This design comes from an exercise in tuning for small area on the open sky130 flow, not from production work.
In this exercise RTL edits were held to simulation tests only and were not proved equivalent to the original.

## flow/design.v (module list and top-level ports; edited modules follow where they fit)
// module qam_transmitter: 1971 lines
// module FA: 4 lines
// module HA: 4 lines
module qam_transmitter (
    input clk,
    input reset,
    input [1:0] syms_in_i,
    input [1:0] syms_in_q,
    output sym_ready,
    output signed [17:0] transmitter_out
);
  // ...
==> flow/flow/run.sh <==
#!/bin/bash
# Layout flow: the standard flow (standard.sh), with two changes:
#  - synthesis maps logic with an area-only ABC script (flow/abc_area.script)
#    instead of ORFS's abc_area.script; every other ORFS script is used
#    unchanged from a copy of $FLOW_HOME/scripts;
#  - clock tree synthesis runs without dummy loads.
# Each tool's output goes to standard.log (and ORFS's own logs under orfs/).
set -euo pipefail
rm -rf scripts
cp -r "$FLOW_HOME/scripts" scripts
cp flow/abc_area.script scripts/abc_area.script
CTS="-sink_clustering_enable -repair_clock_nets -sink_clustering_size 14 -sink_clustering_max_diameter 70 -buf_list {sky130_fd_sc_hd__clkbuf_4 sky130_fd_sc_hd__clkbuf_8} -dont_use_dummy_load"
bash standard.sh "SCRIPTS_DIR=$PWD/scripts" "CTS_ARGS=$CTS" finish > standard.log 2>&1
==> flow/flow/abc_area.script <==
strash
dch
map -a -B 0
topo
dnsize -c
==> flow/standard.sh <==
#!/bin/bash
# synth_recipe.tcl (not shown) runs the flow's synth.tcl, then flattens the netlist and writes it again
# the make line also repeats each setting of config.mk as NAME=value (left out here)
make -C /OpenROAD-flow-scripts/flow DESIGN_CONFIG=/design/flow/config.mk WORK_HOME=/design/flow/orfs CLKGATE_MAP_FILE= SYNTH_SCRIPT=/design/flow/synth_recipe.tcl "${@:-finish}"
==> flow/config.mk <==
export PLATFORM = sky130hd
export DESIGN_NAME = qam_transmitter
export DESIGN_NICKNAME = qam_transmitter
export VERILOG_FILES = /design/flow/design.v
export SDC_FILE = /design/flow/constraint.sdc
export NUM_CORES = 4
export LEC_CHECK = 0
export ABC_AREA = 1
export CAP_MARGIN = 20
export CELL_PAD_IN_SITES_DETAIL_PLACEMENT = 1
export CELL_PAD_IN_SITES_GLOBAL_PLACEMENT = 2
export CORE_MARGIN = 2
export CORE_UTILIZATION = 40
export CTS_BUF_LIST = sky130_fd_sc_hd__clkbuf_4 sky130_fd_sc_hd__clkbuf_8
export CTS_CLUSTER_DIAMETER = 70
export CTS_CLUSTER_SIZE = 14
export GPL_ROUTABILITY_DRIVEN = 1
export GPL_TIMING_DRIVEN = 0
export SLEW_MARGIN = 20
export SYNTH_HIERARCHICAL = 1
export SYNTH_MINIMUM_KEEP_SIZE = 0
==> flow/constraint.sdc <==
create_clock -name core_clock -period 16.0 [get_ports {clk}]
set_input_delay 3.2000 -clock core_clock [delete_from_list [all_inputs] [get_ports {clk}]]
set_output_delay 3.2000 -clock core_clock [all_outputs]
set_load 0.01 [all_outputs]
==> out/qor.txt, run 1 <==
SYNTH
------------------------------------------------------------------
Proportion of synthesized area in mux cells                     0%
Register area share after synthesis                          24.3%
Syn avg cell area                                         9.83 um2
Adder-cell share of the synthesized area                     43.4%
List of most frequent post-synthesis cells            sky130_fd_sc_hd__fa_1, sky130_fd_sc_hd__nand2_1, sky130_fd_sc_hd__o21ai_0

TIMING
------------------------------------------------------------------
Worst slew margin relative to its limit                      27.1%
Crit path setup slack, layout                             0.681 ns
Unrepaired setup endpoints after global routing              false

CELLS AND AREA
------------------------------------------------------------------
Area growth, synth to finish                                 8.97%
Count of flip-flops and latches                                374
Combined area of the multi-input logic cells             24500 um2
Largest cell class by area                            multi-input combinational cells
Core utilization of the finished layout                      44.0%
Fraction of area in registers                                22.3%
Multi-input gates                                             2678
Non-clock buffer instance count of the final layout             52
Final Non-Filler Cells                                        4667

PLACED DESIGN
------------------------------------------------------------------
Post-detail-place hpwl                                   118000 um
# placed instances                                            4623

DIE
------------------------------------------------------------------
Width of the chip                                           295 um
Die outline height                                          295 um
Area enclosed by the die boundary                        86900 um2

CLOCK TREE
------------------------------------------------------------------
TritonCTS clock tree                                         built
Num Clock Sinks                                                374
Total number of H-tree levels                                    2
CTS Hold Bufs                                                    0

HOLD PATH
------------------------------------------------------------------
Worst min-delay path endpoint                         R0_0[3]$_DFF_P_
Number of cells on the worst hold path                           2

DRT
------------------------------------------------------------------
Length of routed met2 wiring                              68200 um

SETUP PATH
------------------------------------------------------------------
Data arrival time at the worst-slack endpoint             15.91 ns
Worst setup endpoint                                  L0[17]$_SDFF_PP0_
Crit path launch                                      c[1]$_SDFF_PP0_

GRT
------------------------------------------------------------------
Met2 Track Usage GR                                          56.4%
Initial antenna violation count                                  2

STATUS
------------------------------------------------------------------
Status                                    timing/DRC/antenna clean

==> inputs of run 2 (changes only) <==
--- a/flow/design.v
+++ b/flow/design.v
@@ -8,17 +8,17 @@
 );
 reg [3:0] c;
 always @(posedge clk)
     if (reset) c <= 4'd0;
     else c <= c + 4'd1;
 assign sym_ready = (c == 4'd0);
 reg [3:0] hold;
 always @(posedge clk)
-    if (c == 4'd0) hold <= {syms_in_i[1], syms_in_i[1] ~^ syms_in_i[0], syms_in_q[1], syms_in_q[1] ~^ syms_in_q[0]};
+    if (c == 4'd0) hold <= {~syms_in_i[1], syms_in_i[1] ~^ syms_in_i[0], ~syms_in_q[1], syms_in_q[1] ~^ syms_in_q[0]};    
 wire xfer = (c == 4'd6);
 reg [5:0] nv;
 always @(posedge clk)
     if (reset) nv <= 6'd0;
     else if (xfer && !nv[5]) nv <= nv + 6'd1;
 reg [3:0] R0_0, R0_1, R0_2, R0_3, R1_0, R1_1, R1_2, R1_3, R2_0, R2_1, R2_2, R2_3, R3_0, R3_1, R3_2, R3_3, R4_0, R4_1, R4_2, R4_3, R5_0, R5_1, R5_2, R5_3, R6_0, R6_1, R6_2, R6_3, R7_0, R7_1, R7_2, R7_3;
 always @(posedge clk) begin
     R0_0 <= xfer ? hold : R0_1;
@@ -76,20 +76,20 @@
     4'd0: begin pa0 = 28; pb0 = 9; end
 endcase
 reg v0;
 always @* case (r) 2'd0: v0 = nv > 6'd0; 2'd1: v0 = nv > 6'd1; 2'd2: v0 = nv > 6'd30; 2'd3: v0 = nv > 6'd31; endcase
 wire signed [6:0] ga0 = v0 ? pa0 : 7'sd0;
 wire signed [6:0] gb0 = v0 ? pb0 : 7'sd0;
 wire [1:0] si0 = R0_0[3:2];
 wire signed [6:0] mi0 = si0[0] ? ga0 : gb0;
-wire [6:0] ti0 = mi0 ^ {7{~si0[1]}};
+wire [6:0] ti0 = mi0 ^ {7{si0[1]}};
 wire [1:0] sq0 = R0_0[1:0];
 wire signed [6:0] mq0 = sq0[0] ? ga0 : gb0;
-wire [6:0] tq0 = mq0 ^ {7{~sq0[1]}};
+wire [6:0] tq0 = mq0 ^ {7{sq0[1]}};
 reg signed [7:0] pa1, pb1;
 always @* case (u)
     4'd1: begin pa1 = 72; pb1 = 24; end
     4'd2: begin pa1 = -86; pb1 = -29; end
     4'd3: begin pa1 = 72; pb1 = 24; end
     4'd4: begin pa1 = -82; pb1 = -27; end
     4'd5: begin pa1 = 127; pb1 = 42; end
     4'd6: begin pa1 = -82; pb1 = -27; end
@@ -105,20 +105,20 @@
     4'd0: begin pa1 = -22; pb1 = -7; end
 endcase
 reg v1;
 always @* case (r) 2'd0: v1 = nv > 6'd2; 2'd1: v1 = nv > 6'd3; 2'd2: v1 = nv > 6'd28; 2'd3: v1 = nv > 6'd29; endcase
 wire signed [7:0] ga1 = v1 ? pa1 : 8'sd0;
 wire signed [7:0] gb1 = v1 ? pb1 : 8'sd0;
 wire [1:0] si1 = R1_0[3:2];
 wire signed [7:0] mi1 = si1[0] ? ga1 : gb1;
-wire [7:0] ti1 = mi1 ^ {8{~si1[1]}};
+wire [7:0] ti1 = mi1 ^ {8{si1[1]}};
 wire [1:0] sq1 = R1_0[1:0];
 wire signed [7:0] mq1 = sq1[0] ? ga1 : gb1;
-wire [7:0] tq1 = mq1 ^ {8{~sq1[1]}};
+wire [7:0] tq1 = mq1 ^ {8{sq1[1]}};
 reg signed [8:0] pa2, pb2;
 always @* case (u)
     4'd1: begin pa2 = 239; pb2 = 80; end
     4'd2: begin pa2 = -90; pb2 = -30; end
     4'd3: begin pa2 = 93; pb2 = 31; end
     4'd4: begin pa2 = -182; pb2 = -61; end
     4'd5: begin pa2 = 244; pb2 = 81; end
     4'd6: begin pa2 = -182; pb2 = -61; end
@@ -134,20 +134,20 @@
     4'd0: begin pa2 = -143; pb2 = -48; end
 endcase
 reg v2;
 always @* case (r) 2'd0: v2 = nv > 6'd4; 2'd1: v2 = nv > 6'd5; 2'd2: v2 = nv > 6'd26; 2'd3: v2 = nv > 6'd27; endcase
 wire signed [8:0] ga2 = v2 ? pa2 : 9'sd0;
 wire signed [8:0] gb2 = v2 ? pb2 : 9'sd0;
 wire [1:0] si2 = R2_0[3:2];
 wire signed [8:0] mi2 = si2[0] ? ga2 : gb2;
-wire [8:0] ti2 = mi2 ^ {9{~si2[1]}};
+wire [8:0] ti2 = mi2 ^ {9{si2[1]}};
 wire [1:0] sq2 = R2_0[1:0];
 wire signed [8:0] mq2 = sq2[0] ? ga2 : gb2;
-wire [8:0] tq2 = mq2 ^ {9{~sq2[1]}};
+wire [8:0] tq2 = mq2 ^ {9{sq2[1]}};
 reg signed [10:0] pa3, pb3;
 always @* case (u)
     4'd1: begin pa3 = -49; pb3 = -16; end
     4'd2: begin pa3 = -27; pb3 = -9; end
     4'd3: begin pa3 = 70; pb3 = 23; end
     4'd4: begin pa3 = -313; pb3 = -104; end
     4'd5: begin pa3 = 387; pb3 = 129; end
     4'd6: begin pa3 = -313; pb3 = -104; end
@@ -163,20 +163,20 @@
     4'd0: begin pa3 = -366; pb3 = -122; end
 endcase
 reg v3;
 always @* case (r) 2'd0: v3 = nv > 6'd6; 2'd1: v3 = nv > 6'd23; 2'd2: v3 = nv > 6'd24; 2'd3: v3 = nv > 6'd25; endcase
 wire signed [10:0] ga3 = v3 ? pa3 : 11'sd0;
 wire signed [10:0] gb3 = v3 ? pb3 : 11'sd0;
 wire [1:0] si3 = R3_0[3:2];
 wire signed [10:0] mi3 = si3[0] ? ga3 : gb3;
-wire [10:0] ti3 = mi3 ^ {11{~si3[1]}};
+wire [10:0] ti3 = mi3 ^ {11{si3[1]}};
 wire [1:0] sq3 = R3_0[1:0];
 wire signed [10:0] mq3 = sq3[0] ? ga3 : gb3;
-wire [10:0] tq3 = mq3 ^ {11{~sq3[1]}};
+wire [10:0] tq3 = mq3 ^ {11{sq3[1]}};
 reg signed [10:0] pa4, pb4;
 always @* case (u)
     4'd1: begin pa4 = -730; pb4 = -243; end
     4'd2: begin pa4 = 988; pb4 = 329; end
     4'd3: begin pa4 = 170; pb4 = 57; end
     4'd4: begin pa4 = 387; pb4 = 129; end
     4'd5: begin pa4 = -463; pb4 = -154; end
     4'd6: begin pa4 = 537; pb4 = 179; end
@@ -192,20 +192,20 @@
     4'd0: begin pa4 = 527; pb4 = 176; end
 endcase
 reg v4;
 always @* case (r) 2'd0: v4 = nv > 6'd7; 2'd1: v4 = nv > 6'd8; 2'd2: v4 = nv > 6'd9; 2'd3: v4 = nv > 6'd22; endcase
 wire signed [10:0] ga4 = v4 ? pa4 : 11'sd0;
 wire signed [10:0] gb4 = v4 ? pb4 : 11'sd0;
 wire [1:0] si4 = R4_0[3:2];
 wire signed [10:0] mi4 = si4[0] ? ga4 : gb4;
-wire [10:0] ti4 = mi4 ^ {11{~si4[1]}};
+wire [10:0] ti4 = mi4 ^ {11{si4[1]}};
 wire [1:0] sq4 = R4_0[1:0];
 wire signed [10:0] mq4 = sq4[0] ? ga4 : gb4;
-wire [10:0] tq4 = mq4 ^ {11{~sq4[1]}};
+wire [10:0] tq4 = mq4 ^ {11{sq4[1]}};
 reg signed [11:0] pa5, pb5;
 always @* case (u)
     4'd1: begin pa5 = 1762; pb5 = 587; end
     4'd2: begin pa5 = 639; pb5 = 213; end
     4'd3: begin pa5 = -356; pb5 = -119; end
     4'd4: begin pa5 = -608; pb5 = -203; end
     4'd5: begin pa5 = 671; pb5 = 224; end
     4'd6: begin pa5 = -608; pb5 = -203; end
@@ -221,20 +221,20 @@
     4'd0: begin pa5 = -1318; pb5 = -439; end
 endcase
 reg v5;
 always @* case (r) 2'd0: v5 = nv > 6'd10; 2'd1: v5 = nv > 6'd11; 2'd2: v5 = nv > 6'd20; 2'd3: v5 = nv > 6'd21; endcase
 wire signed [11:0] ga5 = v5 ? pa5 : 12'sd0;
 wire signed [11:0] gb5 = v5 ? pb5 : 12'sd0;
 wire [1:0] si5 = R5_0[3:2];
 wire signed [11:0] mi5 = si5[0] ? ga5 : gb5;
-wire [11:0] ti5 = mi5 ^ {12{~si5[1]}};
+wire [11:0] ti5 = mi5 ^ {12{si5[1]}};
 wire [1:0] sq5 = R5_0[1:0];
 wire signed [11:0] mq5 = sq5[0] ? ga5 : gb5;
-wire [11:0] tq5 = mq5 ^ {12{~sq5[1]}};
+wire [11:0] tq5 = mq5 ^ {12{sq5[1]}};
 reg signed [12:0] pa6, pb6;
 always @* case (u)
     4'd1: begin pa6 = 3533; pb6 = 1178; end
     4'd2: begin pa6 = 1844; pb6 = 615; end
     4'd3: begin pa6 = -1084; pb6 = -361; end
     4'd4: begin pa6 = -723; pb6 = -241; end
     4'd5: begin pa6 = 763; pb6 = 254; end
     4'd6: begin pa6 = -723; pb6 = -241; end
@@ -250,20 +250,20 @@
     4'd0: begin pa6 = -2413; pb6 = -804; end
 endcase
 reg v6;
 always @* case (r) 2'd0: v6 = nv > 6'd12; 2'd1: v6 = nv > 6'd13; 2'd2: v6 = nv > 6'd18; 2'd3: v6 = nv > 6'd19; endcase
 wire signed [12:0] ga6 = v6 ? pa6 : 13'sd0;
 wire signed [12:0] gb6 = v6 ? pb6 : 13'sd0;
 wire [1:0] si6 = R6_0[3:2];
 wire signed [12:0] mi6 = si6[0] ? ga6 : gb6;
-wire [12:0] ti6 = mi6 ^ {13{~si6[1]}};
+wire [12:0] ti6 = mi6 ^ {13{si6[1]}};
 wire [1:0] sq6 = R6_0[1:0];
 wire signed [12:0] mq6 = sq6[0] ? ga6 : gb6;
-wire [12:0] tq6 = mq6 ^ {13{~sq6[1]}};
+wire [12:0] tq6 = mq6 ^ {13{sq6[1]}};
 reg signed [16:0] pa7, pb7;
 always @* case (u)
     4'd1: begin pa7 = 29655; pb7 = 9885; end
     4'd2: begin pa7 = 9067; pb7 = 3022; end
     4'd3: begin pa7 = -3430; pb7 = -1143; end
     4'd4: begin pa7 = -787; pb7 = -262; end
     4'd5: begin pa7 = 33140; pb7 = 11047; end
     4'd6: begin pa7 = -787; pb7 = -262; end
@@ -279,46 +279,46 @@
     4'd0: begin pa7 = -6244; pb7 = -2081; end
 endcase
 reg v7;
 always @* case (r) 2'd0: v7 = nv > 6'd14; 2'd1: v7 = nv > 6'd15; 2'd2: v7 = nv > 6'd16; 2'd3: v7 = nv > 6'd17; endcase
 wire signed [16:0] ga7 = v7 ? pa7 : 17'sd0;
 wire signed [16:0] gb7 = v7 ? pb7 : 17'sd0;
 wire [1:0] si7 = R7_0[3:2];
 wire signed [16:0] mi7 = si7[0] ? ga7 : gb7;
-wire [16:0] ti7 = mi7 ^ {17{~si7[1]}};
+wire [16:0] ti7 = mi7 ^ {17{si7[1]}};
 wire [1:0] sq7 = R7_0[1:0];
 wire signed [16:0] mq7 = sq7[0] ? ga7 : gb7;
-wire [16:0] tq7 = mq7 ^ {17{~sq7[1]}};
-reg [17:0] acc_i;
-wire [17:0] acc0_i = (r == 2'd0) ? 18'd0 : acc_i;
+wire [16:0] tq7 = mq7 ^ {17{sq7[1]}};
+reg [17:0] nacc_i;    
+wire [17:0] acc0_i = (r == 2'd0) ? 18'd0 : ~nacc_i;
 wire psi_1, psi_2;
-FA psi_1_u (.a(~si7[1]), .b(ti7[0]), .c(~si6[1]), .s(psi_1), .co(psi_2));
+FA psi_1_u (.a(si7[1]), .b(ti7[0]), .c(si6[1]), .s(psi_1), .co(psi_2));
 wire psi_3, psi_4;
-FA psi_3_u (.a(ti6[0]), .b(~si5[1]), .c(ti5[0]), .s(psi_3), .co(psi_4));
+FA psi_3_u (.a(ti6[0]), .b(si5[1]), .c(ti5[0]), .s(psi_3), .co(psi_4));
 wire psi_5, psi_6;
-FA psi_5_u (.a(~si4[1]), .b(ti4[0]), .c(~si3[1]), .s(psi_5), .co(psi_6));
+FA psi_5_u (.a(si4[1]), .b(ti4[0]), .c(si3[1]), .s(psi_5), .co(psi_6));
 wire psi_7, psi_8;
-FA psi_7_u (.a(ti3[0]), .b(~si2[1]), .c(ti2[0]), .s(psi_7), .co(psi_8));
+FA psi_7_u (.a(ti3[0]), .b(si2[1]), .c(ti2[0]), .s(psi_7), .co(psi_8));
 wire psi_9, psi_10;
 FA psi_9_u (.a(ti7[1]), .b(ti6[1]), .c(ti5[1]), .s(psi_9), .co(psi_10));
 wire psi_11, psi_12;
 FA psi_11_u (.a(ti4[1]), .b(ti3[1]), .c(ti2[1]), .s(psi_11), .co(psi_12));
 wire psi_13, psi_14;
 FA psi_13_u (.a(ti7[2]), .b(ti6[2]), .c(ti5[2]), .s(psi_13), .co(psi_14));
 wire psi_15, psi_16;
 HA psi_15_u (.a(ti7[3]), .b(ti6[3]), .s(psi_15), .co(psi_16));
 wire psi_17, psi_18;
 HA psi_17_u (.a(ti7[4]), .b(ti6[4]), .s(psi_17), .co(psi_18));
 wire psi_19, psi_20;
 HA psi_19_u (.a(ti7[5]), .b(ti6[5]), .s(psi_19), .co(psi_20));
 wire psi_21 = ~(ti7[6] ^ ti6[6]);
 wire psi_22 = ti7[6] | ti6[6];
 wire psi_23, psi_24;
-FA psi_23_u (.a(~si1[1]), .b(ti1[0]), .c(~si0[1]), .s(psi_23), .co(psi_24));
+FA psi_23_u (.a(si1[1]), .b(ti1[0]), .c(si0[1]), .s(psi_23), .co(psi_24));
 wire psi_25, psi_26;
 HA psi_25_u (.a(ti0[0]), .b(acc0_i[0]), .s(psi_25), .co(psi_26));
 wire psi_27, psi_28;
 FA psi_27_u (.a(ti1[1]), .b(ti0[1]), .c(acc0_i[1]), .s(psi_27), .co(psi_28));
 wire psi_29, psi_30;
 FA psi_29_u (.a(psi_4), .b(psi_2), .c(psi_11), .s(psi_29), .co(psi_30));
 wire psi_31, psi_32;
 HA psi_31_u (.a(psi_9), .b(psi_8), .s(psi_31), .co(psi_32));
@@ -522,43 +522,43 @@
 FA psi_229_u (.a(psi_192), .b(psi_193), .c(psi_228), .s(psi_229), .co(psi_230));
 wire psi_231, psi_232;
 FA psi_231_u (.a(psi_194), .b(psi_195), .c(psi_230), .s(psi_231), .co(psi_232));
 wire psi_233, psi_234;
 FA psi_233_u (.a(psi_196), .b(psi_197), .c(psi_232), .s(psi_233), .co(psi_234));
 wire psi_235, psi_236;
 FA psi_235_u (.a(psi_198), .b(psi_199), .c(psi_234), .s(psi_235), .co(psi_236));
 wire [17:0] sum_i = {psi_235, psi_233, psi_231, psi_229, psi_227, psi_225, psi_223, psi_221, psi_219, psi_217, psi_215, psi_213, psi_211, psi_209, psi_207, psi_205, psi_203, psi_201};
-always @(posedge clk) acc_i <= reset ? 18'd0 : sum_i;
-reg [17:0] acc_q;
-wire [17:0] acc0_q = (r == 2'd0) ? 18'd0 : acc_q;
+always @(posedge clk) nacc_i <= reset ? 18'h3ffff : ~sum_i;
+reg [17:0] nacc_q;    
+wire [17:0] acc0_q = (r == 2'd0) ? 18'd0 : ~nacc_q;
 wire psq_1, psq_2;
-FA psq_1_u (.a(~sq7[1]), .b(tq7[0]), .c(~sq6[1]), .s(psq_1), .co(psq_2));
+FA psq_1_u (.a(sq7[1]), .b(tq7[0]), .c(sq6[1]), .s(psq_1), .co(psq_2));
 wire psq_3, psq_4;
-FA psq_3_u (.a(tq6[0]), .b(~sq5[1]), .c(tq5[0]), .s(psq_3), .co(psq_4));
+FA psq_3_u (.a(tq6[0]), .b(sq5[1]), .c(tq5[0]), .s(psq_3), .co(psq_4));
 wire psq_5, psq_6;
-FA psq_5_u (.a(~sq4[1]), .b(tq4[0]), .c(~sq3[1]), .s(psq_5), .co(psq_6));
+FA psq_5_u (.a(sq4[1]), .b(tq4[0]), .c(sq3[1]), .s(psq_5), .co(psq_6));
 wire psq_7, psq_8;
-FA psq_7_u (.a(tq3[0]), .b(~sq2[1]), .c(tq2[0]), .s(psq_7), .co(psq_8));
+FA psq_7_u (.a(tq3[0]), .b(sq2[1]), .c(tq2[0]), .s(psq_7), .co(psq_8));
 wire psq_9, psq_10;
 FA psq_9_u (.a(tq7[1]), .b(tq6[1]), .c(tq5[1]), .s(psq_9), .co(psq_10));
 wire psq_11, psq_12;
 FA psq_11_u (.a(tq4[1]), .b(tq3[1]), .c(tq2[1]), .s(psq_11), .co(psq_12));
 wire psq_13, psq_14;
 FA psq_13_u (.a(tq7[2]), .b(tq6[2]), .c(tq5[2]), .s(psq_13), .co(psq_14));
 wire psq_15, psq_16;
 HA psq_15_u (.a(tq7[3]), .b(tq6[3]), .s(psq_15), .co(psq_16));
 wire psq_17, psq_18;
 HA psq_17_u (.a(tq7[4]), .b(tq6[4]), .s(psq_17), .co(psq_18));
 wire psq_19, psq_20;
 HA psq_19_u (.a(tq7[5]), .b(tq6[5]), .s(psq_19), .co(psq_20));
 wire psq_21 = ~(tq7[6] ^ tq6[6]);
 wire psq_22 = tq7[6] | tq6[6];
 wire psq_23, psq_24;
-FA psq_23_u (.a(~sq1[1]), .b(tq1[0]), .c(~sq0[1]), .s(psq_23), .co(psq_24));
+FA psq_23_u (.a(sq1[1]), .b(tq1[0]), .c(sq0[1]), .s(psq_23), .co(psq_24));
 wire psq_25, psq_26;
 HA psq_25_u (.a(tq0[0]), .b(acc0_q[0]), .s(psq_25), .co(psq_26));
 wire psq_27, psq_28;
 FA psq_27_u (.a(tq1[1]), .b(tq0[1]), .c(acc0_q[1]), .s(psq_27), .co(psq_28));
 wire psq_29, psq_30;
 FA psq_29_u (.a(psq_4), .b(psq_2), .c(psq_11), .s(psq_29), .co(psq_30));
 wire psq_31, psq_32;
 HA psq_31_u (.a(psq_9), .b(psq_8), .s(psq_31), .co(psq_32));
@@ -762,30 +762,30 @@
 FA psq_229_u (.a(psq_192), .b(psq_193), .c(psq_228), .s(psq_229), .co(psq_230));
 wire psq_231, psq_232;
 FA psq_231_u (.a(psq_194), .b(psq_195), .c(psq_230), .s(psq_231), .co(psq_232));
 wire psq_233, psq_234;
 FA psq_233_u (.a(psq_196), .b(psq_197), .c(psq_232), .s(psq_233), .co(psq_234));
 wire psq_235, psq_236;
 FA psq_235_u (.a(psq_198), .b(psq_199), .c(psq_234), .s(psq_235), .co(psq_236));
 wire [17:0] sum_q = {psq_235, psq_233, psq_231, psq_229, psq_227, psq_225, psq_223, psq_221, psq_219, psq_217, psq_215, psq_213, psq_211, psq_209, psq_207, psq_205, psq_203, psq_201};
-always @(posedge clk) acc_q <= reset ? 18'd0 : sum_q;
+always @(posedge clk) nacc_q <= reset ? 18'h3ffff : ~sum_q;
 wire shift = (c[1:0] == 2'd2);
 reg [17:0] L0, L1, L2, L3, L4, N0, N1, N2, N3, N4;
 always @(posedge clk) begin
-    L0 <= reset ? 18'd0 : shift ? sum_q : N1;
-    L1 <= reset ? 18'd0 : shift ? N1 : N0;
-    L2 <= reset ? 18'd0 : shift ? N0 : N2;
-    L3 <= reset ? 18'd0 : shift ? N2 : N3;
-    L4 <= reset ? 18'd0 : shift ? N3 : N4;
-    N0 <= reset ? 18'd0 : shift ? L1 : L0;
-    N1 <= reset ? 18'd0 : shift ? L2 : L1;
-    N2 <= reset ? 18'd0 : shift ? L3 : L2;
-    N3 <= reset ? 18'd0 : shift ? L4 : L3;
-    N4 <= reset ? 18'd0 : shift ? sum_i : L4;
+    L0 <= reset ? 18'd0 : shift ? sum_q : ~N1;
+    L1 <= reset ? 18'd0 : shift ? ~N1 : ~N0;
+    L2 <= reset ? 18'd0 : shift ? ~N0 : ~N2;
+    L3 <= reset ? 18'd0 : shift ? ~N2 : ~N3;
+    L4 <= reset ? 18'd0 : shift ? ~N3 : ~N4;
+    N0 <= reset ? 18'h3ffff : shift ? ~(L1) : ~(L0);
+    N1 <= reset ? 18'h3ffff : shift ? ~(L2) : ~(L1);
+    N2 <= reset ? 18'h3ffff : shift ? ~(L3) : ~(L2);
+    N3 <= reset ? 18'h3ffff : shift ? ~(L4) : ~(L3);
+    N4 <= reset ? 18'h3ffff : shift ? ~(sum_i) : ~(L4);
 end
 wire [1:0] p = c[1:0] + 2'd1;    
 wire [17:0] yo0 = L0 ^ 18'h20000;
 reg [17:0] r0_0;
 always @* case (p)
     2'd0: r0_0 = ~{18'd0, yo0};
     2'd1: r0_0 = ~{18'd0, yo0};
     2'd2: r0_0 = ~{18'd0, yo0};
--- a/flow/config.mk
+++ b/flow/config.mk
@@ -11,11 +11,12 @@
 export CELL_PAD_IN_SITES_GLOBAL_PLACEMENT = 2
 export CORE_MARGIN = 2
 export CORE_UTILIZATION = 40
 export CTS_BUF_LIST = sky130_fd_sc_hd__clkbuf_4 sky130_fd_sc_hd__clkbuf_8
 export CTS_CLUSTER_DIAMETER = 70
 export CTS_CLUSTER_SIZE = 14
 export GPL_ROUTABILITY_DRIVEN = 1
 export GPL_TIMING_DRIVEN = 0
+export SETUP_SLACK_MARGIN = -0.5
 export SLEW_MARGIN = 20
 export SYNTH_HIERARCHICAL = 1
 export SYNTH_MINIMUM_KEEP_SIZE = 0
==> run 2 against run 1 <==
Now fails the layout checks on negative setup slack. Clock-buffer cell count increased by 2. Maximum frequency decreased by 4.8%. Worst setup slack worse by 0.78 ns. Register-to-register slack worse by 0.78 ns. Wire length down 1.9%. Highest routed layer unchanged.
==> out/qor.txt, run 2 <==
STATUS
--------------------------------------------------------------------------------
Status                                                              complete, but fails checks
Layout checks that failed                                           negative setup slack

CLOCK TREE
--------------------------------------------------------------------------------
Num Clock Sinks                                                              374   unchanged
Total number of H-tree levels                                                  2   unchanged
Clock latency reported for the late side of the worst-skew pair          0.70 ns
Buffer depth of the longest clock path                                         3
Root buffer cell                                                    sky130_fd_sc_hd__clkbuf_8
CTS buffer count                                                              40
Worst-path clk slew                                                      0.09 ns
Number of setup buffers added after CTS                                        0
TritonCTS clock tree                                                       built

GRT
--------------------------------------------------------------------------------
Grt total ovfl                                                                 0
GRT Resource Usage Total                                                   32.6%
Global-route wire length before repair                                 200000 um
Pin count of the biggest net entering global routing                         109
Initial antenna violation count                                                2   unchanged
Vias in the first global route                                             28285

TIMING
--------------------------------------------------------------------------------
Crit path setup slack, layout                                         -0.0961 ns   -0.777 ns
Max Clock Skew                                                          0.108 ns
Final count of hold timing violations                                          0
Worst slew pin tran                                                      1.15 ns
Shortest period the worst path allows                                   16.10 ns
Worst slew margin relative to its limit                                    22.7%   -4.4 points
Max Clock Freq                                                        0.0621 GHz
Setup total negative slack                                            -0.0961 ns
Slew Viols, Final                                                              0
Endpoints failing setup                                                        1
Period Utilization, post-route                                              101%

SYNTH
--------------------------------------------------------------------------------
Synth Cell Area                                                        33500 um2
List of most frequent post-synthesis cells                          sky130_fd_sc_hd__fa_1, sky130_fd_sc_hd__nand2_1, sky130_fd_sc_hd__o21ai_0
Register area share after synthesis                                        24.5%   +0.24 points
Synth Register Bits                                                          374
Async set or reset register ratio after synthesis                             0%
Mapped Cells                                                                3345
Post-synth EDFFs                                                              72
Post-synthesis cell type count                                                35
Largest area contributor in the netlist                             sky130_fd_sc_hd__fa_1
Syn avg cell area                                                       10.0 um2   +1.8%
Main flop type after synthesis                                      sky130_fd_sc_hd__dfxtp_1
Most repeated cell in the gate-level netlist after synthesis        sky130_fd_sc_hd__fa_1
Total number of yosys warnings                                                 7
Top-area cell type share of the netlist area                               38.7%
Top cells by area in the synthesized netlist                        sky130_fd_sc_hd__fa_1, sky130_fd_sc_hd__dfxtp_1, sky130_fd_sc_hd__edfxtp_1, sky130_fd_sc_hd__o21ai_0, sky130_fd_sc_hd__nand2_1

DIE
--------------------------------------------------------------------------------
Number of rows in the core area                                              106
Core region area                                                       83300 um2
Area enclosed by the die boundary                                      86000 um2   -0.95%
Initial cell density of the core                                           40.2%
Die outline height                                                        293 um   -0.48%
Width of the chip                                                         293 um   -0.48%
Top Ports                                                                     25

PLACED DESIGN
--------------------------------------------------------------------------------
Placement Setup Slack                                                   -1.18 ns
Number of buffer cells added on primary ports                                 24
Routability congestion estimate from global placement                       1.04
Post-detail-place hpwl                                                 116000 um   -1.9%

DRT
--------------------------------------------------------------------------------
Routed length on met3                                                    5070 um
Number of remaining DRC errors                                                 0
Detailed-router iteration count before antenna repair                          5
Total Wirelength                                                       138000 um
Length of routed met2 wiring                                            66500 um   -2.5%
Total via count after detailed routing                                     25549
Highest Signal Layer                                                        met4
Post-detailed-route count of antenna-violating nets                            0
Detailed-route vias per instance                                            5.66
Per-cell routed wire length                                              30.6 um
DRC marker count from the first detailed-route iteration                    1895
Routed length on met1                                                   57200 um

HOLD PATH
--------------------------------------------------------------------------------
Worst min-delay path endpoint                                       L4[10]$_SDFF_PP0_
Hold crit path type                                                      reg2reg
Number of cells on the worst hold path                                         1   -1
Startpoint of the tightest hold check path                          N4[10]$_SDFF_PP1_

CELLS AND AREA
--------------------------------------------------------------------------------
Net count, final                                                            4223
Area growth, synth to finish                                               8.00%
Share of cells above drive strength 1                                      2.74%
Most common library cell in the layout ignoring fill and taps       sky130_fd_sc_hd__fa_1
Commonest non-fill, non-tap cells in the layout                     sky130_fd_sc_hd__fa_1, sky130_fd_sc_hd__nand2_1, sky130_fd_sc_hd__o21ai_0

SETUP PATH
--------------------------------------------------------------------------------
Kind of cell with the highest combined delay on the critical path    adder cells
Crit path max fanout                                                          50
Slack of the worst reg-to-reg path                                       -0.1 ns
Reg-to-reg critical path startpoint                                 c[1]$_SDFF_PP0_
Endpoint type of the worst setup path                                  flip-flop
Cell seen most often among critical-path stages                     sky130_fd_sc_hd__fa_1
Depth of the worst register-to-register path                                  36
Critical Path Source Type                                              flip-flop
Required time of the critical path                                      16.53 ns
Worst setup path category                                                reg2reg
Slowest cell delay on critical path                                      0.95 ns
Highest-delay cell along the critical path                          sky130_fd_sc_hd__ha_2
Crit path depth                                                               36
R2R Path End                                                        L0[17]$_SDFF_PP0_
Data arrival time at the worst-slack endpoint                           16.63 ns   +0.72 ns
CP Buf/Inv Count                                                               3

FLOW RUN
--------------------------------------------------------------------------------
Maximum capacitance violations                                                 0

run 2: changes by cell type after synthesis, moves of 13 or more:
cell                       change
sky130_fd_sc_hd__clkinv_1     -78
sky130_fd_sc_hd__nor2_1       -56
sky130_fd_sc_hd__nand2_1      +50
sky130_fd_sc_hd__o21ai_0      -15
sky130_fd_sc_hd__xor2_1       -15
sky130_fd_sc_hd__nor3_1       -13
run 2: per-layer routing:
| metal | vias up | track usage (%) |
|---|---|---|
| li1 | 11180 | - |
| met1 | 13325 | 41.2 |
| met2 | 770 | 54.7 |
| met3 | 274 | 3.15 |
| met4 | 0 | 19.0 |
| met5 | - | 0 |
run 2: worst max path at each step:
stage / to / slack, ns / from
3_5_place_dp: L0[17]$_SDFF_PP0_ / -1.18 / c[1]$_SDFF_PP0_
3_3_place_gp: nv[3]$_SDFFE_PP0P_ / -8.28 / c[1]$_SDFF_PP0_
2_1_floorplan: yo[15]$_DFF_P_ / -0.84 / c[0]$_SDFF_PP0_
4_1_cts: L0[17]$_SDFF_PP0_ / -0.43 / c[1]$_SDFF_PP0_
5_1_grt: L0[17]$_SDFF_PP0_ / -0.49 / c[1]$_SDFF_PP0_
6_report: L0[17]$_SDFF_PP0_ / -0.1 / c[1]$_SDFF_PP0_
run 2: final cells by class:
| type | count | area, um2 |
|---|---|---|
| diodes | 1 | 2.50 |
| plain buffers | 3 | 18.8 |
| clock buffers | 40 | 551 |
| fillers | 9368 | 47100 |
| inverters | 307 | 1190 |
| multi-input cells | 2661 | 24200 |
| flip-flops and latches | 374 | 8210 |
| well taps | 1080 | 1350 |
| repair buffers | 45 | 637 |
run 2: through the flow:
stage               hold WS, ns  std cells  instance area (um2)  utilization [%]
floorplan                 0.389       3345                33600                -
global placement          0.391       4449                35100             42.2
detailed placement        0.399       4470                35600             42.7
CTS                       0.357       4510                36200             43.4
global route              0.373       4511                36200             43.4
finish                    0.352       4511                36200             43.4
run 2: logic make-up (layout without fill, tap and decap cells):
group / count (synthesis) / after routing / synth area share [%]
other: 0 / 1 / 0
multiplexers: 6 / 6 / 0.179
AND/OR/NAND/NOR: 845 / 845 / 9.79
AO/OA/AOI/OAI: 821 / 821 / 12.8
adder cells (fa/ha/maj): 786 / 786 / 43.9
XOR/XNOR: 203 / 203 / 5.31
buffers and inverters: 310 / 395 / 3.50
flip-flops: 374 / 374 / 24.5
run 2: what timing repair did:
item,CTS,global route
hold buffers,0,0
setup endpoints to repair,5,5
gates resized for setup,2,1
run 2: modules after synthesis, one instance, submodules excluded:
module,cells inside,times used,area [um2],flops+latches
HA,1,49,12.5,0
qam_transmitter,2649,1,19900,374
FA,1,647,20.0,0
==> inputs of run 3 (changes only) <==
--- a/flow/config.mk
+++ b/flow/config.mk
@@ -16,7 +16,6 @@
 export CTS_CLUSTER_SIZE = 14
 export GPL_ROUTABILITY_DRIVEN = 1
 export GPL_TIMING_DRIVEN = 0
-export SETUP_SLACK_MARGIN = -0.5
 export SLEW_MARGIN = 20
 export SYNTH_HIERARCHICAL = 1
 export SYNTH_MINIMUM_KEEP_SIZE = 0
==> run 3 against run 2 <==
The run now finishes clean. Non-clock buffer count increased by 3. Sequential share of layout area decreased by 0.076 points. Via count decreased by 1.0%. Global-route usage about the same.
==> out/qor.txt, run 3 <==
STATUS
------------------------------------------------------------------------------
Status                                                timing/DRC/antenna clean

GRT
------------------------------------------------------------------------------
Initial antenna violation count                                              1   -1
Grt total ovfl                                                               0   unchanged
Vias in the first global route                                           28237   -0.17%
Global-route wire length before repair                               200000 um   about the same
GRT Resource Usage Total                                                 32.6%   about the same
Pin count of the biggest net entering global routing                       110   +0.92%

SETUP PATH
------------------------------------------------------------------------------
Depth of the worst register-to-register path                                34   -5.6%
Data arrival time at the worst-slack endpoint                         15.97 ns   -0.66 ns
Required time of the critical path                                    16.51 ns   -0.02 ns
Endpoint type of the worst setup path                                flip-flop
Cell seen most often among critical-path stages                   sky130_fd_sc_hd__fa_2
Crit path max fanout                                                        50   unchanged
R2R Path End                                                      L0[17]$_SDFF_PP0_
Reg-to-reg critical path startpoint                               c[1]$_SDFF_PP0_
Critical Path Source Type                                            flip-flop
Slowest cell delay on critical path                                    0.95 ns   about the same
Slack of the worst reg-to-reg path                                     0.54 ns   +0.63 ns
Highest-delay cell along the critical path                        sky130_fd_sc_hd__ha_2
Worst setup path category                                              reg2reg

CLOCK TREE
------------------------------------------------------------------------------
Buffer depth of the longest clock path                                       3   unchanged
CTS buffer count                                                            39   -2.5%
Clock latency reported for the late side of the worst-skew pair        0.64 ns   -0.06 ns
TritonCTS clock tree                                                     built
Number of setup buffers added after CTS                                      0   unchanged
CTS Hold Bufs                                                                0   unchanged
Total number of H-tree levels                                                2   unchanged
Worst-path clk slew                                                    0.09 ns   about the same
Num Clock Sinks                                                            374   unchanged
Root buffer cell                                                  sky130_fd_sc_hd__clkbuf_8

CELLS AND AREA
------------------------------------------------------------------------------
Commonest non-fill, non-tap cells in the layout                   sky130_fd_sc_hd__fa_1, sky130_fd_sc_hd__nand2_1, sky130_fd_sc_hd__o21ai_0
Share of cells above drive strength 1                                    3.88%   +1.1 points
Net count, final                                                          4225   +0.047%
Area growth, synth to finish                                             8.38%
Post-route design area                                               36300 um2   +0.35%
Fill count                                                                9311   -0.61%
Most common library cell in the layout ignoring fill and taps     sky130_fd_sc_hd__fa_1

PLACED DESIGN
------------------------------------------------------------------------------
Number of buffer cells added on primary ports                               24   unchanged
Post-detail-place hpwl                                               116000 um   +0.44%
Placement Setup Slack                                                -0.602 ns   +0.581 ns
Standard cell area after detailed placement                          35700 um2   +0.37%
Routability congestion estimate from global placement                    0.996   -4.1%

TIMING
------------------------------------------------------------------------------
Worst slew pin tran                                                    1.17 ns   +0.0240 ns
Max Clock Freq                                                      0.0647 GHz   +4.1%
Worst slew margin relative to its limit                                  21.6%   -1.1 points
Endpoints failing setup                                                      0   -1
Final count of hold timing violations                                        0   unchanged
Crit path setup slack, layout                                         0.538 ns   +0.634 ns
Shortest period the worst path allows                                 15.46 ns   -0.634 ns
Period Utilization, post-route                                           96.6%   -4.0 points
Unrepaired setup endpoints after global routing                          false
Slew Viols, Final                                                            0   unchanged
Max Clock Skew                                                       0.0604 ns   -0.0475 ns

DIE
------------------------------------------------------------------------------
Core region area                                                     83300 um2   unchanged
Top Ports                                                                   25   unchanged
Die outline height                                                      293 um   unchanged
Initial cell density of the core                                         40.2%   unchanged
Number of rows in the core area                                            106   unchanged
Area enclosed by the die boundary                                    86000 um2   unchanged
Width of the chip                                                       293 um   unchanged

SYNTH
------------------------------------------------------------------------------
List of most frequent post-synthesis cells                        sky130_fd_sc_hd__fa_1, sky130_fd_sc_hd__nand2_1, sky130_fd_sc_hd__o21ai_0
Synth Register Bits                                                        374   unchanged
Largest area contributor in the netlist                           sky130_fd_sc_hd__fa_1
Most repeated cell in the gate-level netlist after synthesis      sky130_fd_sc_hd__fa_1
Syn avg cell area                                                     10.0 um2   unchanged
Post-synthesis cell type count                                              35   unchanged
Synth Cell Area                                                      33500 um2   unchanged
Post-synth EDFFs                                                            72   unchanged
Top cells by area in the synthesized netlist                      sky130_fd_sc_hd__fa_1, sky130_fd_sc_hd__dfxtp_1, sky130_fd_sc_hd__edfxtp_1, sky130_fd_sc_hd__o21ai_0, sky130_fd_sc_hd__nand2_1
Total number of yosys warnings                                               7   unchanged
Main flop type after synthesis                                    sky130_fd_sc_hd__dfxtp_1
Register area share after synthesis                                      24.5%   unchanged
Async set or reset register ratio after synthesis                           0%   unchanged
Mapped Cells                                                              3345   unchanged
Top-area cell type share of the netlist area                             38.7%   unchanged

HOLD PATH
------------------------------------------------------------------------------
Worst min-delay path endpoint                                     L4[10]$_SDFF_PP0_
Number of cells on the worst hold path                                       1   unchanged
Hold crit path type                                                    reg2reg
Startpoint of the tightest hold check path                        N4[10]$_SDFF_PP1_

DRT
------------------------------------------------------------------------------
DRC marker count from the first detailed-route iteration                  1771   -6.5%
Total via count after detailed routing                                   25294   -1.0%
Detailed-route vias per instance                                          5.60   -1.1%
Total Wirelength                                                     138000 um   +0.12%
Post-detailed-route count of antenna-violating nets                          0   unchanged
Per-cell routed wire length                                            30.7 um   about the same
Number of remaining DRC errors                                               0   unchanged
Detailed-router iteration count before antenna repair                        5   unchanged

FLOW RUN
------------------------------------------------------------------------------
Maximum capacitance violations                                               0   unchanged

run 3: cells by family (layout without fill, tap and decap cells):
logic type | Yosys count | in the layout | synth area share, %
other | 0 | 4 | 0
buffers and inverters | 310 | 397 | 3.50
AO/OA/AOI/OAI | 821 | 821 | 12.8
adder cells (fa/ha/maj) | 786 | 786 | 43.9
multiplexers | 6 | 6 | 0.179
AND/OR/NAND/NOR | 845 | 845 | 9.79
flip-flops | 374 | 374 | 24.5
XOR/XNOR | 203 | 203 | 5.31
run 3: final cells by class:
cell class,instances,area [um2],area share [%]
multi-input cells,2661,24300,67.0
diodes,4,10.0,0.0276
plain buffers,3,18.8,0.0517
inverters,307,1190,3.27
flip-flops and latches,374,8210,22.6
well taps,1080,1350,3.72
repair buffers,48,674,1.86
clock buffers,39,537,1.48
run 3: worst max-delay path, delay by kind of cell, from the launching register on:
kind | cells | cell delay (ns)
fa+ha+maj | 24 | 10.44
xor+xnor | 1 | 0.17
buf+inv | 2 | 1.28
simple gates | 4 | 1.69
flops | 1 | 0.66
compound gates | 3 | 1.05
run 3: what timing repair did:
action	4_1_cts	5_1_grt
hold endpoints to repair	0	0
resized for setup	2	2
setup endpoints to repair	7	1
run 3: through the flow:
| step | utilization [%] | hold slack [ns] | cells | setup TNS, ns |
|---|---|---|---|---|
| 2_1_floorplan | - | 0.389 | 3345 | -0.519 |
| 3_3_place_gp | 42.3 | 0.390 | 4449 | -1057.08 |
| 3_5_place_dp | 42.9 | 0.397 | 4473 | -1.82 |
| 5_1_grt | 43.6 | 0.385 | 4513 | 0 |
| 6_report | 43.6 | 0.365 | 4516 | 0 |
| 4_1_cts | 43.6 | 0.365 | 4512 | 0 |
run 3: per-layer routing:
layer | vias up | global-route usage (%) | share of wire (%)
met5 | - | 0 | 0
met4 | 0 | 18.3 | 6.6
met3 | 249 | 3.12 | 3.7
met2 | 693 | 54.9 | 48
met1 | 13143 | 41.3 | 42
li1 | 11209 | - | -
run 3: how the worst max path moves through the flow:
stage	startpoint	end	slack [ns]	cells after the start
after floorplan	c[0]$_SDFF_PP0_	yo[15]$_DFF_P_	-0.45	35
final	c[1]$_SDFF_PP0_	L0[17]$_SDFF_PP0_	0.54	34
after global routing	c[1]$_SDFF_PP0_	L0[17]$_SDFF_PP0_	0.12	35
after detailed placement	c[1]$_SDFF_PP0_	L0[17]$_SDFF_PP0_	-0.60	34
after CTS	c[1]$_SDFF_PP0_	L0[17]$_SDFF_PP0_	0.38	34
after global placement	c[1]$_SDFF_PP0_	nv[3]$_SDFFE_PP0P_	-8.28	10
run 3: Yosys stat by module, one instance, submodules excluded:
module           cell area, um2  copies in the design  flops+latches
FA                         20.0                   647              0
HA                         12.5                    49              0
qam_transmitter           19900                     1            374
==> inputs of run 4 (changes only) <==
--- a/flow/flow/run.sh
+++ b/flow/flow/run.sh
@@ -10,4 +10,4 @@
 cp -r "$FLOW_HOME/scripts" scripts
 cp flow/abc_area.script scripts/abc_area.script
 CTS="-sink_clustering_enable -repair_clock_nets -sink_clustering_size 14 -sink_clustering_max_diameter 70 -buf_list {sky130_fd_sc_hd__clkbuf_4 sky130_fd_sc_hd__clkbuf_8} -dont_use_dummy_load"
-bash standard.sh "SCRIPTS_DIR=$PWD/scripts" "CTS_ARGS=$CTS" finish > standard.log 2>&1
+bash standard.sh "SCRIPTS_DIR=$PWD/scripts" "CTS_ARGS=$CTS" REMOVE_ABC_BUFFERS=1 finish > standard.log 2>&1
==> run 4 against run 3 <==
Worst setup slack lost 0.063 ns. Flip-flop and latch count did not move. Highest routed layer unchanged. Clock skew is 0.081 ns higher. Critical endpoint unchanged. Die area unchanged. Utilization fell by 0.15 points.
==> out/qor.txt, run 4 <==
SETUP PATH
------------------------------------------------------------------------------
Critical Path Source Type                                            flip-flop
Crit path max fanout                                                        43   -14%
Slowest cell delay on critical path                                    0.78 ns   -0.17 ns
Cell seen most often among critical-path stages                   sky130_fd_sc_hd__fa_1
Data arrival time at the worst-slack endpoint                         16.04 ns   +0.07 ns
Worst setup path category                                              reg2reg
Highest-delay cell along the critical path                        sky130_fd_sc_hd__nor2_1
Endpoint type of the worst setup path                                flip-flop
Required time of the critical path                                    16.51 ns   about the same

GRT
------------------------------------------------------------------------------
Global-route wire length before repair                               199000 um   -0.55%
Pin count of the biggest net entering global routing                       108   -1.8%
GRT Resource Usage Total                                                 32.3%   -0.31 points
Vias in the first global route                                           28332   +0.34%
Initial antenna violation count                                              3   +2
Grt total ovfl                                                               0   unchanged

SYNTH
------------------------------------------------------------------------------
Adder-cell share of the synthesized area                                 43.9%   unchanged
Async set or reset register ratio after synthesis                           0%   unchanged
Mapped Cells                                                              3345   unchanged
Most repeated cell in the gate-level netlist after synthesis      sky130_fd_sc_hd__fa_1
Post-synthesis cell type count                                              35   unchanged
Synth Cell Area                                                      33500 um2   unchanged
Syn avg cell area                                                     10.0 um2   unchanged
Top cells by area in the synthesized netlist                      sky130_fd_sc_hd__fa_1, sky130_fd_sc_hd__dfxtp_1, sky130_fd_sc_hd__edfxtp_1, sky130_fd_sc_hd__o21ai_0, sky130_fd_sc_hd__nand2_1
Proportion of synthesized area in mux cells                             0.179%   unchanged
Post-synth EDFFs                                                            72   unchanged
Top-area cell type share of the netlist area                             38.7%   unchanged
Simple logic cell fraction of the synthesized area                       9.79%   unchanged
List of most frequent post-synthesis cells                        sky130_fd_sc_hd__fa_1, sky130_fd_sc_hd__nand2_1, sky130_fd_sc_hd__o21ai_0
Register area share after synthesis                                      24.5%   unchanged
Complex-gate fraction of the synthesized area                            12.8%   unchanged
Main flop type after synthesis                                    sky130_fd_sc_hd__dfxtp_1
Post-synthesis share of cell area spent on xor and xnor gates            5.31%   unchanged
Synth Register Bits                                                        374   unchanged
Main combinational cell family by area after synthesis             adder cells
Total number of yosys warnings                                               7   unchanged
Largest area contributor in the netlist                           sky130_fd_sc_hd__fa_1

DIE
------------------------------------------------------------------------------
Width of the chip                                                       293 um   unchanged
Area enclosed by the die boundary                                    86000 um2   unchanged
Core region area                                                     83300 um2   unchanged
Initial cell density of the core                                         40.2%   unchanged
Number of rows in the core area                                            106   unchanged
Top Ports                                                                   25   unchanged
Die outline height                                                      293 um   unchanged

HOLD PATH
------------------------------------------------------------------------------
Hold crit path type                                                    reg2reg

TIMING
------------------------------------------------------------------------------
Setup total negative slack                                                0 ns   unchanged
Max Clock Skew                                                        0.142 ns   +0.0814 ns
Worst slew margin relative to its limit                                  24.7%   +3.1 points
Slew Viols, Final                                                            0   unchanged
Crit path setup slack, layout                                         0.475 ns   -0.0632 ns
Endpoints failing setup                                                      0   unchanged
Max Clock Freq                                                      0.0644 GHz   -0.41%
Worst hold slack across all endpoints                                 0.329 ns   -0.0354 ns
Shortest period the worst path allows                                 15.53 ns   +0.0632 ns
Worst slew pin tran                                                    1.13 ns   -0.0481 ns
Final count of hold timing violations                                        0   unchanged
Unrepaired setup endpoints after global routing                          false
Period Utilization, post-route                                           97.0%   +0.39 points

CELLS AND AREA
------------------------------------------------------------------------------
Fill count                                                                9389   +0.84%
Core utilization of the finished layout                                  43.4%   -0.15 points
Most common library cell in the layout ignoring fill and taps     sky130_fd_sc_hd__fa_1
Post-route design area                                               36200 um2   -0.35%
Area growth, synth to finish                                             8.00%
Net count, final                                                          4226   +0.024%
Share of cells above drive strength 1                                    2.71%   -1.2 points
Commonest non-fill, non-tap cells in the layout                   sky130_fd_sc_hd__fa_1, sky130_fd_sc_hd__nand2_1, sky130_fd_sc_hd__o21ai_0
Final Non-Filler Cells                                                    4516   unchanged

PLACED DESIGN
------------------------------------------------------------------------------
Number of buffer cells added on primary ports                               24   unchanged
Routability congestion estimate from global placement                     1.02   +2.2%
Standard cell area after detailed placement                          35600 um2   -0.49%
# placed instances                                                        4470   -0.067%
Placement Setup Slack                                                 -1.19 ns   -0.589 ns
Post-detail-place hpwl                                               115000 um   -1.1%

CLOCK TREE
------------------------------------------------------------------------------
CTS buffer count                                                            38   -2.6%
Buffer depth of the longest clock path                                       3   unchanged
Root buffer cell                                                  sky130_fd_sc_hd__clkbuf_8
Worst-path clk slew                                                    0.09 ns   about the same
Total number of H-tree levels                                                2   unchanged
Clock latency reported for the late side of the worst-skew pair        0.73 ns   +0.09 ns
TritonCTS clock tree                                                     built
Num Clock Sinks                                                            374   unchanged

DRT
------------------------------------------------------------------------------
Total Wirelength                                                     137000 um   -0.76%
Detailed-route vias per instance                                          5.65   +0.83%
Number of remaining DRC errors                                               0   unchanged
Per-cell routed wire length                                            30.4 um   -0.76%
Total via count after detailed routing                                   25504   +0.83%
Detailed-router iteration count before antenna repair                        5   unchanged
DRC marker count from the first detailed-route iteration                  1741   -1.7%
Post-detailed-route count of antenna-violating nets                          0   unchanged

FLOW RUN
------------------------------------------------------------------------------
Maximum capacitance violations                                               0   unchanged

STATUS
------------------------------------------------------------------------------
Status                                                timing/DRC/antenna clean

-- run 4: layout make-up --
type / instances / area, um2 / share of cell area [%]
multi-input combinational: 2661 / 24200 / 66.9
clock buffer: 38 / 523 / 1.45
timing repair buffer: 53 / 704 / 1.95
sequential: 374 / 8210 / 22.7
tap: 1080 / 1350 / 3.74
inverter: 307 / 1180 / 3.26
antenna: 3 / 7.51 / 0.0208
-- run 4: final timing paths --
| path | cells after the start | start | slack, ns | end |
|---|---|---|---|---|
| worst max-delay path | 36 | c[0]$_SDFF_PP0_ | 0.47 | L0[17]$_SDFF_PP0_ |
| worst min register to register | 1 | N2[7]$_SDFF_PP1_ | 0.33 | L2[7]$_SDFF_PP0_ |
| worst max register to register | 36 | c[0]$_SDFF_PP0_ | 0.47 | L0[17]$_SDFF_PP0_ |
| worst min-delay path | 1 | N2[7]$_SDFF_PP1_ | 0.33 | L2[7]$_SDFF_PP0_ |
-- run 4: routing by layer --
metal	global-route usage, %	wire, um	up-vias
met5	0	0	-
met2	54.7	66100	698
met3	3.03	4930	263
met1	40.5	56900	13350
met4	18.8	9480	0
li1	-	-	11193
-- run 4: per-module statistics from Yosys (local to each module, per instance) --
module	flip-flops and latches	cell area (um2)	copies in the design
FA	0	20.0	647
qam_transmitter	374	19900	1
HA	0	12.5	49
-- run 4: kinds of logic after synthesis --
group / Yosys count
AND/OR/NAND/NOR: 845
buffers and inverters: 310
adder cells (fa/ha/maj): 786
multiplexers: 6
flip-flops: 374
AO/OA/AOI/OAI: 821
XOR/XNOR: 203
-- run 4: critical path, delay by kind of cell, from the launching register on --
family	cells	cell delay, ns
AO/OA/AOI/OAI	4	0.96
XOR/XNOR	1	0.23
adder cells (fa/ha/maj)	24	10.48
buffers and inverters	4	1.44
flip-flops	1	0.63
AND/OR/NAND/NOR	3	1.51
-- run 4: timing repair --
action / 4_1_cts / 5_1_grt
hold buffers: 0 / 0
setup buffers: 0 / 5
gates resized for setup: 6 / 3
endpoints found under the setup margin: 10 / 2
pin swaps: 0 / 1
==> inputs of run 5 (changes only) <==
--- a/flow/flow/run.sh
+++ b/flow/flow/run.sh
@@ -10,4 +10,4 @@
 cp -r "$FLOW_HOME/scripts" scripts
 cp flow/abc_area.script scripts/abc_area.script
 CTS="-sink_clustering_enable -repair_clock_nets -sink_clustering_size 14 -sink_clustering_max_diameter 70 -buf_list {sky130_fd_sc_hd__clkbuf_4 sky130_fd_sc_hd__clkbuf_8} -dont_use_dummy_load"
-bash standard.sh "SCRIPTS_DIR=$PWD/scripts" "CTS_ARGS=$CTS" REMOVE_ABC_BUFFERS=1 finish > standard.log 2>&1
+bash standard.sh "SCRIPTS_DIR=$PWD/scripts" "CTS_ARGS=$CTS" REMOVE_ABC_BUFFERS=1 "BUFFER_PORTS_ARGS=-buffer_cell sky130_fd_sc_hd__buf_1" finish > standard.log 2>&1
==> run 5 against run 4 <==
Still clean. Utilization shrank 0.11 points. Clock-buffer cell count is the same. Worst setup slack gained 0.026 ns. Via count grew 0.64%. Critical path type unchanged.
==> out/qor.txt, run 5 <==
SYNTH
------------------------------------------------------------------------------
Proportion of synthesized area in mux cells                             0.179%   unchanged
Top-area cell type share of the netlist area                             38.7%   unchanged
Syn avg cell area                                                     10.0 um2   unchanged
Main flop type after synthesis                                    sky130_fd_sc_hd__dfxtp_1
Post-synthesis cell type count                                              35   unchanged
Main combinational cell family by area after synthesis             adder cells
Mapped Cells                                                              3345   unchanged
Complex-gate fraction of the synthesized area                            12.8%   unchanged
Post-synth EDFFs                                                            72   unchanged
Register area share after synthesis                                      24.5%   unchanged
Synth Cell Area                                                      33500 um2   unchanged
Async set or reset register ratio after synthesis                           0%   unchanged
Synth Register Bits                                                        374   unchanged
Simple logic cell fraction of the synthesized area                       9.79%   unchanged
List of most frequent post-synthesis cells                        sky130_fd_sc_hd__fa_1, sky130_fd_sc_hd__nand2_1, sky130_fd_sc_hd__o21ai_0
Largest area contributor in the netlist                           sky130_fd_sc_hd__fa_1
Top cells by area in the synthesized netlist                      sky130_fd_sc_hd__fa_1, sky130_fd_sc_hd__dfxtp_1, sky130_fd_sc_hd__edfxtp_1, sky130_fd_sc_hd__o21ai_0, sky130_fd_sc_hd__nand2_1
Most repeated cell in the gate-level netlist after synthesis      sky130_fd_sc_hd__fa_1
Total number of yosys warnings                                               7   unchanged
Adder-cell share of the synthesized area                                 43.9%   unchanged
Post-synthesis share of cell area spent on xor and xnor gates            5.31%   unchanged

DIE
------------------------------------------------------------------------------
Top Ports                                                                   25   unchanged
Die outline height                                                      293 um   unchanged
Number of rows in the core area                                            106   unchanged
Area enclosed by the die boundary                                    86000 um2   unchanged
Initial cell density of the core                                         40.2%   unchanged
Core region area                                                     83300 um2   unchanged
Width of the chip                                                       293 um   unchanged

TIMING
------------------------------------------------------------------------------
Slew Viols, Final                                                            0   unchanged
Final count of hold timing violations                                        0   unchanged
Max Clock Skew                                                        0.150 ns   +0.00807 ns
Worst slew margin relative to its limit                                  21.7%   -3.0 points
Shortest period the worst path allows                                 15.50 ns   -0.0258 ns
Unrepaired setup endpoints after global routing                          false
Worst slew pin tran                                                    1.17 ns   +0.0394 ns
Period Utilization, post-route                                           96.9%   -0.16 points
Endpoints failing setup                                                      0   unchanged
Max Clock Freq                                                      0.0645 GHz   +0.17%

SETUP PATH
------------------------------------------------------------------------------
Highest-delay cell along the critical path                        sky130_fd_sc_hd__dfxtp_1
Worst setup path category                                              reg2reg
Depth of the worst register-to-register path                                42   +17%
Reg-to-reg critical path startpoint                               c[0]$_SDFF_PP0_
Data arrival time at the worst-slack endpoint                         15.98 ns   -0.06 ns
Crit path max fanout                                                        75   +74%
Required time of the critical path                                    16.48 ns   -0.03 ns
Slowest cell delay on critical path                                    0.81 ns   +0.03 ns
Critical Path Source Type                                            flip-flop
Slack of the worst reg-to-reg path                                     0.50 ns   +0.03 ns
Endpoint type of the worst setup path                                flip-flop
R2R Path End                                                      yo[15]$_DFF_P_
Cell seen most often among critical-path stages                   sky130_fd_sc_hd__fa_1

GRT
------------------------------------------------------------------------------
Grt total ovfl                                                               0   unchanged
Vias in the first global route                                           28564   +0.82%
GRT Resource Usage Total                                                 33.1%   +0.82 points
Global-route wire length before repair                               203000 um   +2.3%
Pin count of the biggest net entering global routing                       106   -1.9%
Initial antenna violation count                                              4   +1

PLACED DESIGN
------------------------------------------------------------------------------
Routability congestion estimate from global placement                     1.04   +2.2%
Standard cell area after detailed placement                          35500 um2   -0.16%
Number of buffer cells added on primary ports                               24   unchanged
# placed instances                                                        4475   +0.11%
Post-detail-place hpwl                                               118000 um   +2.8%

CELLS AND AREA
------------------------------------------------------------------------------
Area growth, synth to finish                                             7.72%
Share of cells above drive strength 1                                    2.80%   +0.087 points
Post-route design area                                               36100 um2   -0.26%
Core utilization of the finished layout                                  43.3%   -0.11 points
Most common library cell in the layout ignoring fill and taps     sky130_fd_sc_hd__fa_1
Fill count                                                                9326   -0.67%
Net count, final                                                          4227   +0.024%
Commonest non-fill, non-tap cells in the layout                   sky130_fd_sc_hd__fa_1, sky130_fd_sc_hd__nand2_1, sky130_fd_sc_hd__o21ai_0
Final Non-Filler Cells                                                    4515   -0.022%

DRT
------------------------------------------------------------------------------
Detailed-router iteration count before antenna repair                        5   unchanged
DRC marker count from the first detailed-route iteration                  1618   -7.1%
Number of remaining DRC errors                                               0   unchanged
Per-cell routed wire length                                            31.2 um   +2.5%
Total Wirelength                                                     141000 um   +2.5%
Detailed-route vias per instance                                          5.68   +0.66%
Post-detailed-route count of antenna-violating nets                          0   unchanged
Total via count after detailed routing                                   25666   +0.64%

CLOCK TREE
------------------------------------------------------------------------------
CTS buffer count                                                            38   unchanged
Total number of H-tree levels                                                2   unchanged
Root buffer cell                                                  sky130_fd_sc_hd__clkbuf_8
CTS Hold Bufs                                                                0   unchanged
Num Clock Sinks                                                            374   unchanged
Clock latency reported for the late side of the worst-skew pair        0.71 ns   -0.02 ns
TritonCTS clock tree                                                     built
Worst-path clk slew                                                    0.09 ns   about the same
Buffer depth of the longest clock path                                       3   unchanged

HOLD PATH
------------------------------------------------------------------------------
Startpoint of the tightest hold check path                        N2[7]$_SDFF_PP1_
Hold crit path type                                                    reg2reg
Number of cells on the worst hold path                                       1   unchanged
Worst min-delay path endpoint                                     L2[7]$_SDFF_PP0_

STATUS
------------------------------------------------------------------------------
Status                                                timing/DRC/antenna clean

FLOW RUN
------------------------------------------------------------------------------
Maximum capacitance violations                                               0   unchanged

-- run 5: timing repair --
| action | in CTS | in global routing |
|---|---|---|
| gates resized for setup | 6 | 2 |
| pin swaps | 0 | 1 |
| endpoints found under the setup margin | 12 | 1 |
| endpoints found under the hold margin | 0 | 0 |
| setup buffers | 0 | 1 |
-- run 5: per-layer routing --
| layer | GRT usage (%) | share of wire (%) |
|---|---|---|
| met4 | 18.1 | 6.5 |
| met5 | 0 | 0 |
| met2 | 56.2 | 48 |
| met3 | 2.73 | 4.1 |
| met1 | 42.1 | 41 |
-- run 5: kinds of logic (layout without fill, tap and decap cells) --
| kind of cell | count (synthesis) | count (layout) |
|---|---|---|
| XOR/XNOR | 203 | 203 |
| flip-flops | 374 | 374 |
| buffers and inverters | 310 | 399 |
| adder cells (fa/ha/maj) | 786 | 786 |
| multiplexers | 6 | 6 |
| AND/OR/NAND/NOR | 845 | 845 |
| other | 0 | 1 |
| AO/OA/AOI/OAI | 821 | 821 |
-- run 5: worst max path at each step --
stage          cells past startpoint  slack [ns]            start                end
2_1_floorplan                     37       -5.85  c[0]$_SDFF_PP0_     yo[15]$_DFF_P_
3_3_place_gp                      40      -14.51  c[0]$_SDFF_PP0_     yo[15]$_DFF_P_
3_5_place_dp                      36       -1.35  c[0]$_SDFF_PP0_  L0[17]$_SDFF_PP0_
4_1_cts                           35        0.34  c[0]$_SDFF_PP0_  L0[17]$_SDFF_PP0_
5_1_grt                           39        0.06  c[0]$_SDFF_PP0_     yo[15]$_DFF_P_
6_report                          42        0.50  c[0]$_SDFF_PP0_     yo[15]$_DFF_P_
-- run 5: stage by stage --
step	hold slack (ns)	setup TNS (ns)	worst slack [ns]
after global placement	0.391	-2201.51	-14.51
after detailed placement	0.401	-7.86	-1.35
after floorplan	0.389	-372.34	-5.85
final	0.349	0	0.501
after global routing	0.372	0	0.0570
after CTS	0.327	0	0.342
-- run 5: per-module statistics from Yosys (local to each module, per instance) --
module | area [um2] | cells | copies in the design
qam_transmitter | 19900 | 2649 | 1
FA | 20.0 | 1 | 647
HA | 12.5 | 1 | 49
-- run 5: cell type report --
cell class              count  area (um2)  share of cell area [%]
flip-flops and latches    374        8210                    22.8
well taps                1080        1350                    3.75
multi-input cells        2661       24200                    67.1
inverters                 307        1180                    3.26
diodes                      1        2.50                 0.00694
repair buffers             54         611                    1.69
clock buffers              38         523                    1.45
-- run 5: worst max-delay path: cells and delay by family (launching register included) --
family / cells / cell delay [ns]
xor gates and xnor gates: 1 / 0.16
adders and majority gates: 24 / 10.62
AOI/OAI and AO/OA: 9 / 1.29
DFF: 1 / 0.81
and+or+nand+nor: 4 / 0.83
buffers and inverters: 4 / 1.45

re-timing with driven ports:
How much do the figures lean on ideal ports? The routed layouts below were timed once more, with nothing changed but the port constraints. Step 1 sets driving cells, clkbuf_16 on the clock port and buf_2 on the other inputs (assumed; they add their load-dependent delay and slew). Step 2 adds t to the input delays and takes it off the output delays; t is the mean of the earliest and latest rising clock arrival at the registers after step 1. Input paths then give back, and output paths get back, about the clock's delay inside the block. Three values: no drivers, after step 1, after step 2; two values: the first two.
run | t (ns) | setup slack, ns | worst setup path after step 2
run 1 | 0.705 | 0.681 / 0.681 / 0.681 | register to register
run 2 | 0.722 | -0.096 / -0.096 / -0.096 | register to register
run 3 | 0.676 | 0.538 / 0.538 / 0.538 | register to register
run 4 | 0.724 | 0.475 / 0.475 / 0.475 | register to register
run 5 | 0.698 | 0.501 / 0.501 / 0.501 | register to register
